Source: an optimization exercise on an open RTL-to-GDS flow (aim: small area and a short achievable clock period). Production flows keep margins and buffers that such runs may drop. No run shown here included a check of the RTL's function; only the layout flow was run. No activity file was given, so power comes from the tool's default toggle rates.

==> flow/design.v, too long to show whole: its modules and the start of the top module <==
// module mips_exu: 50 lines
// module full_adder: 7 lines
// module mux21: 6 lines
// module nmux21: 17 lines
// module zero_check: 7 lines
// module equality_check: 14 lines
// module nadder: 28 lines
// module nincrementer: 16 lines
// module au: 21 lines
// module logical_unit: 38 lines
// module alu: 47 lines
// module bslc: 21 lines
// module slc: 30 lines
// module srlc: 33 lines
// module su: 27 lines
// module bce: 19 lines
// module exu_g_a21o: 3 lines
// module exu_g_a21oi: 3 lines
// module exu_g_a222oi: 3 lines
// module exu_g_a22o: 3 lines
// module exu_g_inv: 3 lines
// module exu_g_mux2i: 3 lines
// module exu_g_nand2: 3 lines
// module exu_g_nand3: 3 lines
// module exu_g_nor2: 3 lines
// module exu_g_o21ai: 3 lines
// module exu_g_o22ai: 3 lines
// module exu_g_or3: 3 lines
// module exu_g_or4: 3 lines
// module exu_g_xnor2: 3 lines
// module exu_g_xor2: 3 lines
// module exu_alu_t0: 3 lines
// module exu_alu_u1n: 3 lines
// module exu_alu_lui: 3 lines
// module exu_bit0: 11 lines
// module exu_alu_flags: 15 lines
// module exu_bce: 19 lines
// module exu_sh_dec3: 17 lines
// module exu_sh_deca: 21 lines
// module exu_core: 1083 lines
module mips_exu (
    input  logic        clk,
    input  logic [31:0] a,
    input  logic [31:0] b,
    input  logic [4:0]  sa,
    input  logic [3:0]  af,
    input  logic        i,
    input  logic [1:0]  sf,
    input  logic [3:0]  bf,
    output logic [31:0] alures,
    output logic        ovfalu,
    output logic [31:0] sures,
    output logic        bcres
);
  // ...
==> flow/flow/run.sh <==
#!/bin/bash
# The standard layout, except that the port buffers are plain buffers
# (sky130_fd_sc_hd__buf_1) instead of the delay cells buffer_ports picks
# by default. Every port still gets its own buffer.
set -euo pipefail
cd "$(dirname "$0")/.."
export BUFFER_PORTS_ARGS="-buffer_cell sky130_fd_sc_hd__buf_1"
bash standard.sh BUFFER_PORTS_ARGS="$BUFFER_PORTS_ARGS" finish > standard_flow.log 2>&1
==> flow/standard.sh <==
#!/bin/bash
# synth_recipe.tcl (not shown) runs the flow's synth.tcl, then flattens the netlist and writes it again
# the make line also repeats each setting of config.mk as NAME=value (left out here)
make -C /OpenROAD-flow-scripts/flow DESIGN_CONFIG=/design/flow/config.mk WORK_HOME=/design/flow/orfs CLKGATE_MAP_FILE= SYNTH_SCRIPT=/design/flow/synth_recipe.tcl "${@:-finish}"
==> flow/config.mk <==
export PLATFORM = sky130hd
export DESIGN_NAME = mips_exu
export DESIGN_NICKNAME = mips_exu
export VERILOG_FILES = /design/flow/design.v
export SDC_FILE = /design/flow/constraint.sdc
export NUM_CORES = 4
export LEC_CHECK = 0
export CAP_MARGIN = 20
export CORE_MARGIN = 2
export CORE_UTILIZATION = 35
export PLACE_DENSITY = 0.5
export SLEW_MARGIN = 20
export SYNTH_HIERARCHICAL = 1
==> flow/constraint.sdc <==
create_clock -name core_clock -period 14.0 [get_ports {clk}]
set_input_delay 2.8000 -clock core_clock [delete_from_list [all_inputs] [get_ports {clk}]]
set_output_delay 2.8000 -clock core_clock [all_outputs]
set_load 0.01 [all_outputs]
==> results.yml, run 1 <==
clock_network:
  clk_path_buf_depth: 2
  path_clk_slew_ns: 0.06
  clk_latency_ns: 0.42
  cts.sinks: 146
pwr:
  p_sw_w: 0.0004658
  power.internal_w: 0.0009488
  p_leak_nw: 3.682
timing:
  relSlewSlack_pct: 45.66
  rsz0062_at_grt: "false"
setup_path:
  path_buf_inv: 1
  cp_data_arrival_time_ns: 0.90
route:
  vias_per_cell: 5.675
  routed_wl_um: 24500
  routed.top_layer: "met4"
global_route:
  grtUsageMet3_pct: 3.988
  busiest_layer: "met2"
  overflow: 0
run_status:
  status: "timing/DRC/antenna clean"
run:
  drv_cap: 0
synthesis:
  netlist_top_cells_area: "dfxtp_1, a222oi_1, xor2_1, mux2i_1, nand3_1"
  synth-seq-area-share_pct: 40.03
  synth-compound-area-share_pct: 21.85
  synth_top_family_by_area: "compound AO/OA/AOI/OAI gates"
layout:
  antenna_cells: 0
  area_growth_pct: 20.86
place:
  gp_congestion: 0.8815
die:
  dieHeight_um: 148.4
==> inputs of run 2 (changes only) <==
--- a/flow/config.mk
+++ b/flow/config.mk
@@ -8,6 +8,6 @@
 export CAP_MARGIN = 20
 export CORE_MARGIN = 2
 export CORE_UTILIZATION = 35
-export PLACE_DENSITY = 0.5
+export CTS_BUF_LIST = sky130_fd_sc_hd__clkbuf_8
 export SLEW_MARGIN = 20
 export SYNTH_HIERARCHICAL = 1
==> results.yml, run 2 <==
run_status:
  status: "timing/DRC/antenna clean"
global_route:
  overflow: 0
  grt_pass1_vias: 6359
  grt_pass1_wl_um: 35010
  grt_usage_pct: 20.43
  antenna_found_initial: 0
  grt_max_degree: 18
layout:
  drive_gt1_share_pct: 6.064
  area_growth_pct: 17.29
  postLayoutCellArea_um2: 8563
  layout_common_cells: "dfxtp_1, buf_1, a222oi_1"
  fillCellCount: 2036
  num-nets-final: 1008
  antenna_cells: 0
timing:
  worstMarginPinSlew_ns: 0.8475
  finalMaxSlewViolations: 0
  max_clock_freq_mhz: 265.7
  setup_viol: 0
  rsz0062_at_grt: "false"
  worst_slack_ns: 10.24
  min_period_ns: 3.764
  fin_crit_sh_pct: 26.88
  relSlewSlack_pct: 42.90
  final-hold-violation-count: 0
  tns_ns: 0
  finalClockSkew_ns: 0.01672
setup_path:
  cp_data_arrival_time_ns: 0.96
  rrSetupSlack_ns: 10.48
  crit_path_end_kind: "output port"
  crit_slowest_cell: "dfxtp_1"
  worstSetupStartpointType: "flip-flop"
  cpPeakStageDelay_ns: 0.36
  path_buf_inv: 1
  crit_path_max_fanout: 1
  worstPathRequired_ns: 11.20
  crit_chain: "buf_1"
  critical-path-top-delay-family: "flip-flops"
  critPathKind: "reg -> out"
die:
  placementRows: 52
  core_um2: 20360
  start_util_pct: 35.85
  dieWidth_um: 148.4
  io_pins: 147
  die_area_um2: 22030
  dieHeight_um: 148.4
route:
  first_pass_iters: 14
  via_count: 6872
  drt_iter0_drc: 1391
  routed_wl_um: 23030
  drc_errors: 0
  vias_per_cell: 5.679
  final_antenna_net_count: 0
  wl_per_cell_um: 19.03
clock_network:
  cts_hold_buf: 0
  htreeDepth: 4
  postCtsSetupBuffers: 0
  clk_path_buf_depth: 2
  cts.sinks: 146
  cts_root_buf: "clkbuf_8"
  numCtsBuffers: 17
  tritoncts: "built"
  cts_resized: 0
  clk_latency_ns: 0.45
  path_clk_slew_ns: 0.09
synthesis:
  synth_cell_types: 38
  ys.flop_type: "dfxtp_1"
  ys_top_cells_by_count: "dfxtp_1, a222oi_1, xor2_1, mux2i_1, inv_1"
  synth_area_leader_cell: "dfxtp_1"
  synth_most_common_cell: "dfxtp_1"
  syn_nets: 843
  ys_seq_elements: 146
  synth_edf_count: 0
  synth_warnings: 9
  syn_area_um2: 7301
  synth-seq-area-share_pct: 40.03
  syn_avg_cell_area_um2: 9.581
  netlist_top_cells_area: "dfxtp_1, a222oi_1, xor2_1, mux2i_1, nand3_1"
  async_reset_ff_share_pct: 0
  syn_inst: 762
  yosysTopAreaCellShare_pct: 40.03
pwr:
  ir_drop_v: 0.00006249
  p_per_area_nw_per_um2: 144.3
  p_leak_nw: 3.554
run:
  drv_cap: 0
place:
  hpwl_um: 16940
  io_buffers: 146
  preCtsSetupSlack_ns: 10.54
  gp_congestion: 0.9290
  dpl_cell_area_um2: 8189
min_path:
  hp-class: "reg -> reg"
run 2: worst paths after layout:
check / startpoint / end / cells after the start
worst max register to register: af_q[1] / ovfalu / 15
worst min register to register: b_q[14] / alures[30] / 1
worst max-delay path: alures[29] / alures[29] / 1
worst min-delay path: b_q[14] / alures[30] / 1
run 2: layout make-up:
type | count | area, um^2 | area share (%)
tap | 270 | 337.8 | 3.945
multi-input combinational | 555 | 4148 | 48.44
clock inverter | 13 | 112.6 | 1.315
inverter | 60 | 225.2 | 2.630
clock buffer | 19 | 261.5 | 3.054
timing repair buffer | 147 | 555.5 | 6.487
sequential | 146 | 2923 | 34.13
run 2: Yosys stat by module, one instance, submodules excluded, a selection:
module / copies in the design / flops+latches
exu_sh_deca: 1 / 0
exu_g_inv: 56 / 0
exu_alu_flags: 1 / 0
mips_exu: 1 / 146
exu_alu_t0: 1 / 0
exu_g_o22ai: 1 / 0
exu_g_xor2: 81 / 0
exu_g_a21o: 8 / 0
exu_g_nand2: 55 / 0
exu_g_o21ai: 40 / 0
exu_g_mux2i: 64 / 0
exu_g_a22o: 16 / 0
run 2: report_power, final:
part	switching (W)	internal [W]
logic	0.000252	0.000151
registers	0.0000374	0.000481
clock network	0.000166	0.000149
total	0.000455	0.000781
run 2: kinds of logic (layout without fill, tap and decap cells):
group / Yosys count / count (layout) / synth area share (%)
and+or+nand+nor: 194 / 194 / 13.20
buffers and inverters: 61 / 239 / 3.153
xor gates and xnor gates: 104 / 104 / 12.58
AOI/OAI and AO/OA: 190 / 190 / 21.85
DFF: 146 / 146 / 40.03
muxes: 67 / 67 / 9.186
run 2: stage by stage:
step / utilization (%) / hold WS, ns / instances / power (W)
after floorplan: - / 0.4495 / 762 / 0.0007966
after global placement: 40.21 / 0.4869 / 1178 / 0.0009201
after detailed placement: 40.21 / 0.4825 / 1178 / 0.0009204
after CTS: 42.05 / 0.5011 / 1210 / 0.001238
after global routing: 42.05 / 0.5190 / 1210 / 0.001304
final: 42.05 / 0.4995 / 1210 / 0.001236
run 2: per-layer routing:
metal	track usage [%]	part of all wire (%)	wire length, um	vias up
met3	4.785	9.7	2223	37
met5	0	0	0	-
li1	-	-	-	3258
met1	28.78	45	10330	3166
met4	7.143	2.1	494	0
met2	30.63	43	9982	411

==> port drivers added, routing unchanged <==
In the flow no input, the clock included, has a driving cell. The finished layouts below were timed again as built, in two steps. Step 1 assumes that a clkbuf_16 drives the clock port and a buf_2 every other input. Step 2 times the ports against the registers' clock, not the clock port: input delays grow and output delays shrink by t, the midpoint of the rising clock arrivals with the driver on. Slacks: ideal ports / drivers / drivers and shift; pairs: ideal ports / drivers.
run	shift t [ns]	setup WS [ns]	clock arrival spread, ns	slew at the worst register clock pin (ns)
run 1	0.465	10.295 / 10.249 / 10.461	0.007 / 0.008	0.06 / 0.06
run 2	0.481	10.236 / 10.196 / 10.479	0.021 / 0.022	0.09 / 0.09
After both steps every run listed still meets setup and hold.
